Background: an optimization exercise with open tools, aiming at small area and a short achievable clock period. Do not read the settings as production practice. Only simulation tests tie the RTL to the original design; equivalence was not proved. The clock port is modelled as an ideal driver, which makes a skipped or thinned clock tree look cheaper than it is; a real chip needs a root buffer or a tree. No activity file was given, so power comes from the tool's default toggle rates.

// fifo
module fifo(
  input clk,
  input rst,
  input [7:0] buf_in,
  input wr_en,
  input rd_en,
  output reg [7:0] buf_out,
  output buf_empty,
  output reg buf_full,
  output [7:0] fifo_counter
);
Settings: LEC_CHECK=0, CAP_MARGIN=20, CORE_MARGIN=2, CORE_UTILIZATION=60, CTS_CLUSTER_DIAMETER=80, CTS_CLUSTER_SIZE=30, SETUP_SLACK_MARGIN=1.9, SLEW_MARGIN=20, SYNTH_HIERARCHICAL=1, SYNTH_MINIMUM_KEEP_SIZE=0; clock period 4.0 ns.
run.sh (not shown) runs the stock make flow with config.mk's settings and CLKGATE_MAP_FILE= SYNTH_SCRIPT=/design/flow/synth_recipe.tcl, a recipe that flattens the netlist after the stock synthesis.
The baseline passed the timing, DRC and antenna checks.
Next try:
Settings changed: SETUP_SLACK_MARGIN 1.9 to 2.2.
Sequential power stays flat.
Routed wire length came out higher by 10%.
Cell count came out higher by 4.0%.
Hold slack degrades by 14 ps.
Count of clock-buffer cells in the layout came out higher by 1.
Area after synthesis is unchanged.
Clock skew stays flat.
Worst setup slack improves by 47 ps.
Power came out higher by 3.4%.
Critical path depth came out lower by 7.
Next try:
==> flow/flow/run.sh (new file) <==
#!/bin/bash
# Standard ORFS layout with three changes to how it is made:
#  - ports are buffered with buf_2 cells instead of the slow delay-cell default
#  - CTS clusters 30 sinks within 80 um and inserts no dummy loads
# Every tool's output goes to a log file of its own in this folder.
set -euo pipefail
export BUFFER_PORTS_ARGS="-buffer_cell sky130_fd_sc_hd__buf_2"
export CTS_ARGS="-sink_clustering_enable -repair_clock_nets -sink_clustering_size 30 -sink_clustering_max_diameter 80 -dont_use_dummy_load"
bash standard.sh > standard.log 2>&1
==> flow/standard.sh (new file) <==
#!/bin/bash
# synth_recipe.tcl (not shown) runs the flow's synth.tcl, then flattens the netlist and writes it again
# the make line also repeats each setting of config.mk as NAME=value (left out here)
make -C /OpenROAD-flow-scripts/flow DESIGN_CONFIG=/design/flow/config.mk WORK_HOME=/design/flow/orfs CLKGATE_MAP_FILE= SYNTH_SCRIPT=/design/flow/synth_recipe.tcl "${@:-finish}"
Settings changed: SETUP_SLACK_MARGIN 2.2 to 1.9.
removed: flow/run.sh
What happened: The new run completed with no timing, DRC or antenna violations; via count decreases by 4.4%; wire length went down by 10%; flip-flop and latch count stays the same; count of clock-buffer cells in the layout goes down by 12; area after synthesis does not change; global-route usage came out lower by 3.4 points; final area goes down by 10%.

========
alpha:
Another version of the RTL of fifo (not shown whole).
Size: ~1200 cells after synthesis, roughly 30 I/O pins, roughly 20000 um2 of cells after synthesis.
clock: 4.0 ns
lec_check: 0
cap_margin: 20
core_margin: 2
core_utilization: 60
cts_cluster_diameter: 80
cts_cluster_size: 30
setup_slack_margin: 2.35
slew_margin: 20
synth_hierarchical: 1
synth_minimum_keep_size: 0
standard.sh (not shown) runs the stock make flow with config.mk's settings and CLKGATE_MAP_FILE= SYNTH_SCRIPT=/design/flow/synth_recipe.tcl, a recipe that flattens the netlist after the stock synthesis.
==> flow/flow/run.sh <==
#!/bin/bash
# Standard ORFS layout (the standard.sh) with these changes to how it is made:
#  - ports are buffered with buf_2 cells instead of the slow delay-cell default
#  - the clock tree is flow/my_cts.tcl's (built in place of TritonCTS through
#    ORFS's PRE_CTS_TCL hook): 32 equal clusters of flip-flops, each under a
#    clkbuf_8, grouped by quadrant under 4 clkbuf_16 that the clock port drives
#  - after the timing repair in CTS and in global routing, flow/downsize.tcl
#    swaps each cell for the smallest drive strength that does not raise
#    area x (4 ns - worst setup slack), and repair_design then restores the
#    slew and cap margins
# Each ORFS step writes its full log under orfs/logs; make's output goes to standard.log.
set -euo pipefail
export BUFFER_PORTS_ARGS="-buffer_cell sky130_fd_sc_hd__buf_2"
export PRE_CTS_TCL="$PWD/flow/pre_cts.tcl"
export POST_CTS_TCL="$PWD/flow/post_cts.tcl"
export POST_GLOBAL_ROUTE_TCL="$PWD/flow/post_grt.tcl"
bash standard.sh > standard.log 2>&1
==> flow/flow/downsize.tcl <==
proc dn_area {} {
  set a 0
  foreach i [[ord::get_db_block] getInsts] {
    set n [[$i getMaster] getName]
    if {[string match *tapvpwr* $n] || [string match *fill* $n] || [string match *decap* $n]} continue
    set a [expr {$a + [[$i getMaster] getArea] / 1e6}]
  }
  return $a
}

# Cell swaps invalidate the wire parasitics of the nets they touch, so
# every swap is followed by a fresh placement-based estimate.
proc dn_update {} {
  estimate_parasitics -placement
}

proc dn_run {{eps 0.001} {period 0}} {
  dn_update
  set db [ord::get_db]
  set block [ord::get_db_block]
  # group library cells by stem
  set stems [dict create]
  foreach lib [$db getLibs] {
    foreach m [$lib getMasters] {
      set n [$m getName]
      if {[regexp {^(sky130_fd_sc_hd__[a-z0-9]+)_([0-9]+)$} $n -> stem sz]} {
        if {[llength [get_lib_cells -quiet $n]] == 0} continue
        if {[get_property [get_lib_cells $n] dont_use]} continue
        dict lappend stems $stem [list [$m getArea] $n]
      }
    }
  }
  set wns0 [worst_slack -max]
  set slew0 [sta::max_slew_violation_count]
  set cap0 [sta::max_capacitance_violation_count]
  set limit [expr {$wns0 - $eps}]
  set a0 [dn_area]
  set insts {}
  foreach i [$block getInsts] {
    set m [$i getMaster]
    set n [$m getName]
    if {![regexp {^(sky130_fd_sc_hd__[a-z0-9]+)_([0-9]+)$} $n -> stem sz]} continue
    if {[string match sky130_fd_sc_hd__clk* $n] || [string match sky130_fd_sc_hd__df* $n] || [string match sky130_fd_sc_hd__edf* $n]} continue
    if {[string match *tapvpwr* $n] || [string match *fill* $n] || [string match *decap* $n] || [string match *conb* $n]} continue
    if {[$i isDoNotTouch]} continue
    set onclk 0
    foreach it [$i getITerms] {
      set net [$it getNet]
      if {$net != "NULL" && [$net getSigType] == "CLOCK"} { set onclk 1 }
    }
    if {$onclk} continue
    lappend insts [list [$m getArea] [$i getName] $stem $n]
  }
  set changed 0
  set a_cur $a0
  set w_cur $wns0
  foreach rec [lsort -integer -decreasing -index 0 $insts] {
    lassign $rec area name stem cur
    if {![dict exists $stems $stem]} continue
    set cands [lsort -integer -index 0 [dict get $stems $stem]]
    foreach c $cands {
      lassign $c carea cname
      if {$carea >= $area} break
      replace_cell $name $cname
      dn_update
      set w [worst_slack -max]
      if {$period > 0} {
        set a_new [expr {$a_cur - ($area - $carea) / 1e6}]
        set ok [expr {$a_new * ($period - $w) <= $a_cur * ($period - $w_cur)}]
      } else {
        set ok [expr {$w >= $limit}]
      }
      if {$ok && [sta::max_slew_violation_count] <= $slew0 && [sta::max_capacitance_violation_count] <= $cap0} {
        if {$period > 0} { set a_cur $a_new; set w_cur $w }
        incr changed
        set area -1
        break
      }
      replace_cell $name $cur
      dn_update
    }
  }
  puts "downsize: $changed cells smaller, area [format %.1f $a0] -> [format %.1f [dn_area]], wns [format %.4f $wns0] -> [format %.4f [worst_slack -max]]"
}
==> flow/flow/post_cts.tcl <==
source [file join [file dirname [info script]] downsize.tcl]
dn_run 0.001 4.0
repair_design -slew_margin $::env(SLEW_MARGIN) -cap_margin $::env(CAP_MARGIN) -match_cell_footprint
detailed_placement
check_placement -verbose
==> flow/flow/post_grt.tcl <==
# Sourced by ORFS's global_route.tcl after its timing repair: the same area
# recovery as after CTS (on placement-based parasitics), then the nets are
# rerouted and slew and capacitance limits repaired on global-routing
# parasitics, and the route guides rewritten.
source [file join [file dirname [info script]] downsize.tcl]
source [file join [file dirname [info script]] upsize.tcl]
global_route -start_incremental
dn_run 0.001 4.0
up_run 4.0 40
dn_run 0.001 4.0
detailed_placement
global_route -end_incremental
estimate_parasitics -global_routing
global_route -start_incremental
repair_design -slew_margin $::env(SLEW_MARGIN) -cap_margin $::env(CAP_MARGIN) -match_cell_footprint
detailed_placement
global_route -end_incremental
estimate_parasitics -global_routing
check_placement -verbose
puts "post_grt: wns [worst_slack -max] slew violations [sta::max_slew_violation_count] cap violations [sta::max_capacitance_violation_count]"
write_guides $::env(RESULTS_DIR)/route.guide
==> flow/flow/upsize.tcl <==
proc up_stems {} {
  set db [ord::get_db]
  set stems [dict create]
  foreach lib [$db getLibs] {
    foreach m [$lib getMasters] {
      set n [$m getName]
      if {[regexp {^(sky130_fd_sc_hd__[a-z0-9]+)_([0-9]+)$} $n -> stem sz]} {
        if {[llength [get_lib_cells -quiet $n]] == 0} continue
        if {[get_property [get_lib_cells $n] dont_use]} continue
        dict lappend stems $stem [list [$m getArea] $n]
      }
    }
  }
  return $stems
}

proc up_run {period iters {npaths 4}} {
  dn_update
  set stems [up_stems]
  set block [ord::get_db_block]
  set a [dn_area]
  set w [worst_slack -max]
  set n 0
  for {set it 0} {$it < $iters} {incr it} {
    set insts [dict create]
    foreach pe [find_timing_paths -path_delay max -path_group core_clock -group_path_count $npaths -endpoint_path_count 1 -sort_by_slack] {
      foreach pt [get_property $pe points] {
        set pin [get_property $pt pin]
        if {[get_property $pin direction] != "output"} continue
        set inst [get_property $pin full_name]
        set inst [file dirname $inst]
        if {$inst == "."} continue
        dict set insts $inst 1
      }
    }
    set best ""
    set bestv [expr {$a * ($period - $w)}]
    foreach name [dict keys $insts] {
      set i [$block findInst $name]
      if {$i == "NULL"} continue
      set cur [[$i getMaster] getName]
      if {[string match sky130_fd_sc_hd__clk* $cur]} continue
      if {![regexp {^(sky130_fd_sc_hd__[a-z0-9]+)_([0-9]+)$} $cur -> stem sz]} continue
      if {![dict exists $stems $stem]} continue
      set carea [[$i getMaster] getArea]
      foreach c [lsort -integer -index 0 [dict get $stems $stem]] {
        lassign $c ar cn
        if {$ar <= $carea} continue
        replace_cell $name $cn
        dn_update
        set w2 [worst_slack -max]
        set a2 [expr {$a + ($ar - $carea) / 1e6}]
        set v [expr {$a2 * ($period - $w2)}]
        if {$v < $bestv - 1e-6 && [sta::max_slew_violation_count] == 0 && [sta::max_capacitance_violation_count] == 0} {
          set bestv $v; set best [list $name $cn $a2 $w2]
        }
        replace_cell $name $cur
        dn_update
      }
    }
    if {$best == ""} break
    lassign $best name cn a w
    replace_cell $name $cn
    dn_update
    incr n
  }
  puts "upsize: $n changes, area [format %.1f $a], wns [format %.4f [worst_slack -max]]"
}
Other scripts of this flow, unchanged in this note and not shown: flow/flow/my_cts.tcl, flow/flow/pre_cts.tcl
alpha | status: complete | timing, DRC, antenna: pass
[inputs] beta vs alpha
==> flow/flow/run.sh <==
#!/bin/bash
# Standard ORFS layout (the standard.sh) with these changes to how it is made:
#  - ports are buffered with buf_2 cells instead of the slow delay-cell default
#  - the clock tree is flow/my_cts.tcl's (built in place of TritonCTS through
#    ORFS's PRE_CTS_TCL hook): 32 equal clusters of flip-flops, each under a
#    clkbuf_8, grouped by quadrant under 4 clkbuf_16 that the clock port drives
set -euo pipefail
export BUFFER_PORTS_ARGS="-buffer_cell sky130_fd_sc_hd__buf_2"
export PRE_CTS_TCL="$PWD/flow/pre_cts.tcl"
export POST_CTS_TCL="$PWD/flow/post_cts.tcl"
export POST_GLOBAL_ROUTE_TCL="$PWD/flow/post_grt.tcl"
bash standard.sh > standard.log 2>&1
-- flow/flow/post_grt.tcl --
<<< alpha, line 1
# Sourced by ORFS's global_route.tcl after its timing repair: the same area
# recovery as after CTS (on placement-based parasitics), then the nets are
# rerouted and slew and capacitance limits repaired on global-routing
# parasitics, and the route guides rewritten.
source [file join [file dirname [info script]] downsize.tcl]
source [file join [file dirname [info script]] upsize.tcl]
>>> beta, line 1
source [file join [file dirname [info script]] downsize.tcl]
source [file join [file dirname [info script]] upsize.tcl]
Findings:
Every stage of the flow completed for beta, and the final layout passed the timing, DRC and antenna checks. Diff alpha..beta | wire length on met2 | unchanged. Delta (beta minus alpha): post-route worst setup slack neither gained nor lost much; simple-gate portion of the synthesized area neither gained nor lost much; number of rows in the core area neither gained nor lost much. Sequential group share of total power: alpha vs beta, no meaningful difference. Switching part of the total came out exactly the same in alpha and beta.
Inputs modified between beta and gamma:
-- flow/flow/run.sh --
<<< beta, line 5
#    ORFS's PRE_CTS_TCL hook): 32 equal clusters of flip-flops, each under a
#    clkbuf_8, grouped by quadrant under 4 clkbuf_16 that the clock port drives
set -euo pipefail
export BUFFER_PORTS_ARGS="-buffer_cell sky130_fd_sc_hd__buf_2"
>>> gamma, line 5
#    ORFS's PRE_CTS_TCL hook): 32 equal clusters of flip-flops, each under a
#    clkbuf_8, grouped by quadrant under 4 clkbuf_16 that the clock port drives
#  - after the timing repair in CTS and in global routing, flow/downsize.tcl
#    swaps each cell for the smallest drive strength that keeps the worst
#    setup slack, and repair_design then restores the slew and cap margins
# Each ORFS step writes its full log under orfs/logs; make's output goes to standard.log.
set -euo pipefail
export BUFFER_PORTS_ARGS="-buffer_cell sky130_fd_sc_hd__buf_2"
-- flow/flow/downsize.tcl --
<<< beta, line 1
proc dn_area {} {
  set a 0
>>> gamma, line 1
# Area recovery: visit every logic cell, largest first, and swap it for the
# smallest cell of the same function (same name stem, other drive strength)
# that keeps the worst setup slack and adds no slew or capacitance
# violation. Clock-tree cells and flip-flops are left alone.
proc dn_area {} {
  set a 0
<<< beta, line 15
}

proc dn_run {{eps 0.001} {period 0}} {
  dn_update
  set db [ord::get_db]
>>> gamma, line 19
}

proc dn_run {{eps 0.001}} {
  dn_update
  set db [ord::get_db]
<<< beta, line 53
  }
  set changed 0
  set a_cur $a0
  set w_cur $wns0
  foreach rec [lsort -integer -decreasing -index 0 $insts] {
    lassign $rec area name stem cur
>>> gamma, line 57
  }
  set changed 0
  foreach rec [lsort -integer -decreasing -index 0 $insts] {
    lassign $rec area name stem cur
<<< beta, line 64
      replace_cell $name $cname
      dn_update
      set w [worst_slack -max]
      if {$period > 0} {
        set a_new [expr {$a_cur - ($area - $carea) / 1e6}]
        set ok [expr {$a_new * ($period - $w) <= $a_cur * ($period - $w_cur)}]
      } else {
        set ok [expr {$w >= $limit}]
      }
      if {$ok && [sta::max_slew_violation_count] <= $slew0 && [sta::max_capacitance_violation_count] <= $cap0} {
        if {$period > 0} { set a_cur $a_new; set w_cur $w }
        incr changed
        set area -1
>>> gamma, line 66
      replace_cell $name $cname
      dn_update
      if {[worst_slack -max] >= $limit && [sta::max_slew_violation_count] <= $slew0 && [sta::max_capacitance_violation_count] <= $cap0} {
        incr changed
        set area -1
==> flow/flow/post_cts.tcl <==
# Sourced by ORFS's cts.tcl after its timing repair: recover the area of
# cells the repair made larger than the worst slack needs, then repair any
# slew or capacitance limit with ORFS's margins, and legalise.
source [file join [file dirname [info script]] downsize.tcl]
dn_run
repair_design -slew_margin $::env(SLEW_MARGIN) -cap_margin $::env(CAP_MARGIN) -match_cell_footprint
detailed_placement
check_placement -verbose
-- flow/flow/post_grt.tcl --
<<< beta, line 1
source [file join [file dirname [info script]] downsize.tcl]
source [file join [file dirname [info script]] upsize.tcl]
global_route -start_incremental
dn_run 0.001 4.0
up_run 4.0 40
dn_run 0.001 4.0
detailed_placement
global_route -end_incremental
>>> gamma, line 1
# Sourced by ORFS's global_route.tcl after its timing repair: the same area
# recovery as after CTS (on placement-based parasitics), then the nets are
# rerouted and slew and capacitance limits repaired on global-routing
# parasitics, and the route guides rewritten.
source [file join [file dirname [info script]] downsize.tcl]
source [file join [file dirname [info script]] upsize.tcl]
global_route -start_incremental
dn_run
up_run 4.0 40
dn_run
detailed_placement
global_route -end_incremental
==> run notes <==
Compared with beta, in gamma worst slew margin relative to its limit decreased 1.0 points, global-route usage held.
Re tap cell count: no difference whatsoever between beta and gamma.
### gamma -> delta
-- flow/flow/post_grt.tcl --
<<< gamma, line 4
# parasitics, and the route guides rewritten.
source [file join [file dirname [info script]] downsize.tcl]
source [file join [file dirname [info script]] upsize.tcl]
global_route -start_incremental
dn_run
up_run 4.0 40
dn_run
detailed_placement
>>> delta, line 4
# parasitics, and the route guides rewritten.
source [file join [file dirname [info script]] downsize.tcl]
global_route -start_incremental
dn_run
detailed_placement
removed: flow/flow/upsize.tcl
==> comparison <==
From gamma to delta, global-route congestion overflow total did not move at all. Diff delta..gamma | compound-cell area share of the yosys netlist | negligible. The cell area of delta exceeds that of gamma by 0.33%. Post-synthesis sequential element count across delta and gamma: no real change. The maximum frequency of delta and that of gamma are within noise of each other. Taking gamma as the reference, in delta final period utilization has remained practically unchanged; total power draw has remained practically unchanged; wire length has remained practically unchanged; register-to-register slack has remained practically unchanged; mapped cell area has remained practically unchanged.
In every run of this note, the design's own scripts or RTL, not TritonCTS, make the clock network.

separate check: timing with driven ports:
In the flow no input, the clock included, has a driving cell. The finished layouts below were timed again as built, in two steps.
Step 1 assumes that a clkbuf_16 drives the clock port and a buf_2 every other input.
Step 2 moves the port delays by t, midway between the first and last clock arrival at a register: inputs arrive t later, outputs are due t later. That takes back most of the time a late clock gives input paths.
Slacks: ideal ports / drivers / drivers and shift; pairs: ideal ports / drivers.
run	shift t [ns]	setup WS [ns]	clock arrival spread, ns	worst register clock-pin slew, ns	pins driven straight from the clock port
the first run of note 1	0.611	1.893 / 1.878 / 1.442	0.024 / 0.025	0.12 / 0.12	1
the second run of note 1	0.620	1.939 / 1.886 / 1.647	0.024 / 0.024	0.11 / 0.11	1
the third run of note 1	0.607	1.745 / 1.745 / 1.382	0.041 / 0.041	0.11 / 0.11	1
alpha	0.466	2.151 / 2.121 / 1.802	0.020 / 0.021	0.11 / 0.11	4
beta	0.466	2.151 / 2.121 / 1.802	0.020 / 0.021	0.11 / 0.11	4
gamma	0.468	2.134 / 2.119 / 1.813	0.020 / 0.020	0.11 / 0.11	4
delta	0.467	2.133 / 2.119 / 1.809	0.018 / 0.019	0.11 / 0.11	4
After both steps every run listed still meets setup and hold. For the first run of note 1, which loses most, drivers alone change the setup slack by -0.015 ns; drivers and shift together by -0.451 ns.
